This is an optimization exercise on Yosys and OpenROAD, whose aim is small area, not a production implementation.
In this exercise RTL edits were held to simulation tests only and were not proved equivalent to the original.
No activity file was given, so power comes from the tool's default toggle rates.

## video_output_ctrl
module video_output_ctrl (
	input clk_pix,
	input RST_N,
	input[23:0] RGB_data_in,
	input RGB_in_valid,
	output pixel_request,
	output hsync_s, vsync_s,
	output [9:0] tmds_r, tmds_g, tmds_b
);
Size in the first run: about 550 cells after synthesis, about 60 I/O pins, ~4200 um^2 of cells after synthesis.
Settings: LEC_CHECK=0, CAP_MARGIN=20, CORE_MARGIN=2, CORE_UTILIZATION=55, SLEW_MARGIN=20; clock period 6.0 ns.
standard.sh (not shown) runs the stock make flow with config.mk's settings and CLKGATE_MAP_FILE= SYNTH_SCRIPT=/design/flow/synth_recipe.tcl, a recipe that flattens the netlist after the stock synthesis.
==> flow/flow/run.sh <==
#!/bin/bash
# Own layout flow: the standard layout (standard.sh) with
#  - synthesis through flow/synth.tcl: abc maps the logic with the
#    area-oriented script flow/area*.abc (best of several &deepsyn seeds);
#    registers are mapped as in the standard synthesis,
#  - port buffers of sky130_fd_sc_hd__buf_1,
#  - a clock tree of sky130_fd_sc_hd__clkbuf_8 without dummy loads.
# make's full output goes to flow_make.log in the work folder; ORFS keeps each
# step's own log under orfs/logs/.
set -euo pipefail
W=$(pwd)
export MY_ABC_SCRIPTS="$W/flow/area.abc $W/flow/area2.abc"
export MY_ABC_SEEDS="1 2 3 4 5 6 7 8 9 10 11 12"
bash standard.sh SYNTH_SCRIPT=$W/flow/synth.tcl \
  "BUFFER_PORTS_ARGS=-buffer_cell sky130_fd_sc_hd__buf_1" \
  "CTS_ARGS=-sink_clustering_enable -repair_clock_nets -dont_use_dummy_load -buf_list sky130_fd_sc_hd__clkbuf_8 -root_buf sky130_fd_sc_hd__clkbuf_8 -tree_buf sky130_fd_sc_hd__clkbuf_8" \
  finish > $W/flow_make.log 2>&1
==> flow/flow/area2.abc <==
strash; &get -n; &deepsyn -T 40 -S @SEED@; &put; dc2; dch -f; amap; topo; buffer -p; upsize -D 4500; dnsize -D 4500; stime
==> flow/flow/synth.tcl <==
# synth_recipe.tcl (the standard synthesis) with two changes: abc maps the logic
# with the area-oriented scripts flow/area*.abc instead of ORFS's speed script,
# trying each with several random seeds of its &deepsyn step and keeping the
# smallest result; and adders are left to abc instead of being mapped to ha/fa cells
# first. Registers are mapped by dfflibmap before abc, exactly as in the
# standard synthesis, so their names and cells are unchanged.
proc synth {args} { yosys synth -nofsm -noshare {*}$args }
proc abc {args} {
  set i [lsearch -exact $args -script]
  if {$i < 0} { yosys abc {*}$args; return }
  set lib [lindex $::env(LIB_FILES) 0]
  yosys design -save my_pre_abc
  set best -1
  set k 0
  foreach script $::env(MY_ABC_SCRIPTS) {
  set template [read [open $script r]]
  foreach seed $::env(MY_ABC_SEEDS) {
    incr k
    yosys design -load my_pre_abc
    set f $::env(RESULTS_DIR)/abc_try$k.script
    set fh [open $f w]
    puts $fh [string map [list @SEED@ $seed] $template]
    close $fh
    yosys abc {*}[lreplace $args $i [expr {$i + 1}] -script $f]
    yosys tee -q -o $::env(RESULTS_DIR)/abc_try$k.stat stat -liberty $lib
    set fh [open $::env(RESULTS_DIR)/abc_try$k.stat r]
    set area -1
    foreach line [split [read $fh] "\n"] {
      if {[regexp {Chip area for module .*: ([0-9.]+)} $line -> a]} { set area $a }
    }
    close $fh
    puts "abc [file tail $script] seed $seed: area $area"
    if {$area > 0 && ($best < 0 || $area < $best)} {
      set best $area
      yosys design -save my_best_abc
    }
  }
  }
  puts "abc: keeping area $best"
  yosys design -load my_best_abc
}
unset -nocomplain ::env(ADDER_MAP_FILE)
source $::env(SCRIPTS_DIR)/synth.tcl
# left out here: clear keep_hierarchy, flatten, clean up, hide names made inside functions, write 1_2_yosys.v
Other scripts of this flow, unchanged in this note and not shown: flow/flow/area.abc
Rerun with:
--- a/flow/flow/run.sh
+++ b/flow/flow/run.sh
@@ -12,3 +12,3 @@
 export MY_ABC_SCRIPTS="$W/flow/area.abc $W/flow/area2.abc"
-export MY_ABC_SEEDS="1 2 3 4 5 6 7 8 9 10 11 12"
+export MY_ABC_SEEDS="1 2 3 4 5 6"
 bash standard.sh SYNTH_SCRIPT=$W/flow/synth.tcl \
CORE_UTILIZATION = 40   (was 55)
The new run finished clean; global-route usage shrinks by 4.8 points; die area grows by a quarter to a third; sequential power shrinks slightly; worst hold slack improved by 0.0083 ns; non-clock buffer count grows by 1; total power barely changes; clock power grows slightly.
Rerun with:
--- a/flow/flow/run.sh
+++ b/flow/flow/run.sh
@@ -3,3 +3,3 @@
 #  - synthesis through flow/synth.tcl: abc maps the logic with the
-#    area-oriented script flow/area*.abc (best of several &deepsyn seeds);
+#    area-oriented script flow/area.abc (best of several &deepsyn seeds);
 #    registers are mapped as in the standard synthesis,
@@ -11,3 +11,3 @@
 W=$(pwd)
-export MY_ABC_SCRIPTS="$W/flow/area.abc $W/flow/area2.abc"
+export MY_ABC_SCRIPT=$W/flow/area.abc
 export MY_ABC_SEEDS="1 2 3 4 5 6"
==> flow/flow/synth.tcl (replaced) <==
# synth_recipe.tcl (the standard synthesis) with two changes: abc maps the logic
# with the area-oriented script flow/area.abc instead of ORFS's speed script,
# trying several random seeds of its &deepsyn step and keeping the smallest
# result; and adders are left to abc instead of being mapped to ha/fa cells
# first. Registers are mapped by dfflibmap before abc, exactly as in the
# standard synthesis, so their names and cells are unchanged.
proc synth {args} { yosys synth -nofsm -noshare {*}$args }
proc abc {args} {
  set i [lsearch -exact $args -script]
  if {$i < 0} { yosys abc {*}$args; return }
  set template [read [open $::env(MY_ABC_SCRIPT) r]]
  set lib [lindex $::env(LIB_FILES) 0]
  yosys design -save my_pre_abc
  set best -1
  foreach seed $::env(MY_ABC_SEEDS) {
    yosys design -load my_pre_abc
    set f $::env(RESULTS_DIR)/abc_seed$seed.script
    set fh [open $f w]
    puts $fh [string map [list @SEED@ $seed] $template]
    close $fh
    yosys abc {*}[lreplace $args $i [expr {$i + 1}] -script $f]
    yosys tee -q -o $::env(RESULTS_DIR)/abc_seed$seed.stat stat -liberty $lib
    set fh [open $::env(RESULTS_DIR)/abc_seed$seed.stat r]
    set area -1
    foreach line [split [read $fh] "\n"] {
      if {[regexp {Chip area for module .*: ([0-9.]+)} $line -> a]} { set area $a }
    }
    close $fh
    puts "abc seed $seed: area $area"
    if {$area > 0 && ($best < 0 || $area < $best)} {
      set best $area
      yosys design -save my_best_abc
    }
  }
  puts "abc: keeping area $best"
  yosys design -load my_best_abc
}
unset -nocomplain ::env(ADDER_MAP_FILE)
source $::env(SCRIPTS_DIR)/synth.tcl
# left out here: clear keep_hierarchy, flatten, clean up, hide names made inside functions, write 1_2_yosys.v
removed: flow/flow/area2.abc
The changed run passed the timing, DRC and antenna checks.
Fmax is lower by 1.6%.
Wire length is higher by 3.1%.
First-iteration DRC count is higher by 89%.
Via count is higher by about 2%.
Register-to-register slack is worse by 0.09 ns.
Setup slack is worse by 0.085 ns.
Clock skew is lower by 0.0097 ns.
Rerun with:
--- a/flow/flow/run.sh
+++ b/flow/flow/run.sh
@@ -3,3 +3,3 @@
 #  - synthesis through flow/synth.tcl: abc maps the logic with the
-#    area-oriented script flow/area.abc (best of several &deepsyn seeds);
+#    area-oriented script flow/area*.abc (best of several &deepsyn seeds);
 #    registers are mapped as in the standard synthesis,
@@ -11,3 +11,3 @@
 W=$(pwd)
-export MY_ABC_SCRIPT=$W/flow/area.abc
+export MY_ABC_SCRIPTS="$W/flow/area.abc $W/flow/area2.abc"
 export MY_ABC_SEEDS="1 2 3 4 5 6"
==> flow/flow/area2.abc (new file) <==
strash; &get -n; &deepsyn -T 40 -S @SEED@; &put; dc2; dch -f; amap; topo; buffer -p; upsize -D 4500; dnsize -D 4500; stime
--- a/flow/flow/synth.tcl
+++ b/flow/flow/synth.tcl
@@ -1,5 +1,5 @@
 # synth_recipe.tcl (the standard synthesis) with two changes: abc maps the logic
-# with the area-oriented script flow/area.abc instead of ORFS's speed script,
-# trying several random seeds of its &deepsyn step and keeping the smallest
-# result; and adders are left to abc instead of being mapped to ha/fa cells
+# with the area-oriented scripts flow/area*.abc instead of ORFS's speed script,
+# trying each with several random seeds of its &deepsyn step and keeping the
+# smallest result; and adders are left to abc instead of being mapped to ha/fa cells
 # first. Registers are mapped by dfflibmap before abc, exactly as in the
@@ -10,3 +10,2 @@
   if {$i < 0} { yosys abc {*}$args; return }
-  set template [read [open $::env(MY_ABC_SCRIPT) r]]
   set lib [lindex $::env(LIB_FILES) 0]
@@ -14,5 +13,9 @@
   set best -1
+  set k 0
+  foreach script $::env(MY_ABC_SCRIPTS) {
+  set template [read [open $script r]]
   foreach seed $::env(MY_ABC_SEEDS) {
+    incr k
     yosys design -load my_pre_abc
-    set f $::env(RESULTS_DIR)/abc_seed$seed.script
+    set f $::env(RESULTS_DIR)/abc_try$k.script
     set fh [open $f w]
@@ -21,4 +24,4 @@
     yosys abc {*}[lreplace $args $i [expr {$i + 1}] -script $f]
-    yosys tee -q -o $::env(RESULTS_DIR)/abc_seed$seed.stat stat -liberty $lib
-    set fh [open $::env(RESULTS_DIR)/abc_seed$seed.stat r]
+    yosys tee -q -o $::env(RESULTS_DIR)/abc_try$k.stat stat -liberty $lib
+    set fh [open $::env(RESULTS_DIR)/abc_try$k.stat r]
     set area -1
@@ -28,3 +31,3 @@
     close $fh
-    puts "abc seed $seed: area $area"
+    puts "abc [file tail $script] seed $seed: area $area"
     if {$area > 0 && ($best < 0 || $area < $best)} {
@@ -33,2 +36,3 @@
     }
+  }
   }
CORE_UTILIZATION = 65   (was 40)
PLACE_DENSITY = 0.78   (was unset)
Sequential power went down slightly; design area went down by a few percent; cell count went down by a little under a tenth; die area went down by well over a third; global-route usage went up by 7.4 points.

## separate check: timing with driven ports
In the flow no input, the clock included, has a driving cell. The finished layouts below were timed again as built, in two steps. Step 1: set_driving_cell puts a clkbuf_16 on clk_pix and a buf_2 on each other input, an assumption about the parent block. Step 2 moves the port delays by t, midway between the first and last clock arrival at a register: inputs arrive t later, outputs are due t later. That takes back most of the time a late clock gives input paths. Three values: no drivers, after step 1, after step 2; two values: the first two.
run | t (ns) | setup slack, ns | worst setup path after step 2 | clock arrival spread, ns
the first run | 0.381 | 0.553 / 0.553 / 0.553 | register to register | 0.028 / 0.028
the second run | 0.386 | 0.726 / 0.726 / 0.726 | register to register | 0.028 / 0.028
the third run | 0.398 | 0.641 / 0.641 / 0.641 | register to register | 0.020 / 0.020
the fourth run | 0.377 | 0.638 / 0.638 / 0.638 | register to register | 0.024 / 0.024
After both steps every run listed still meets setup and hold.
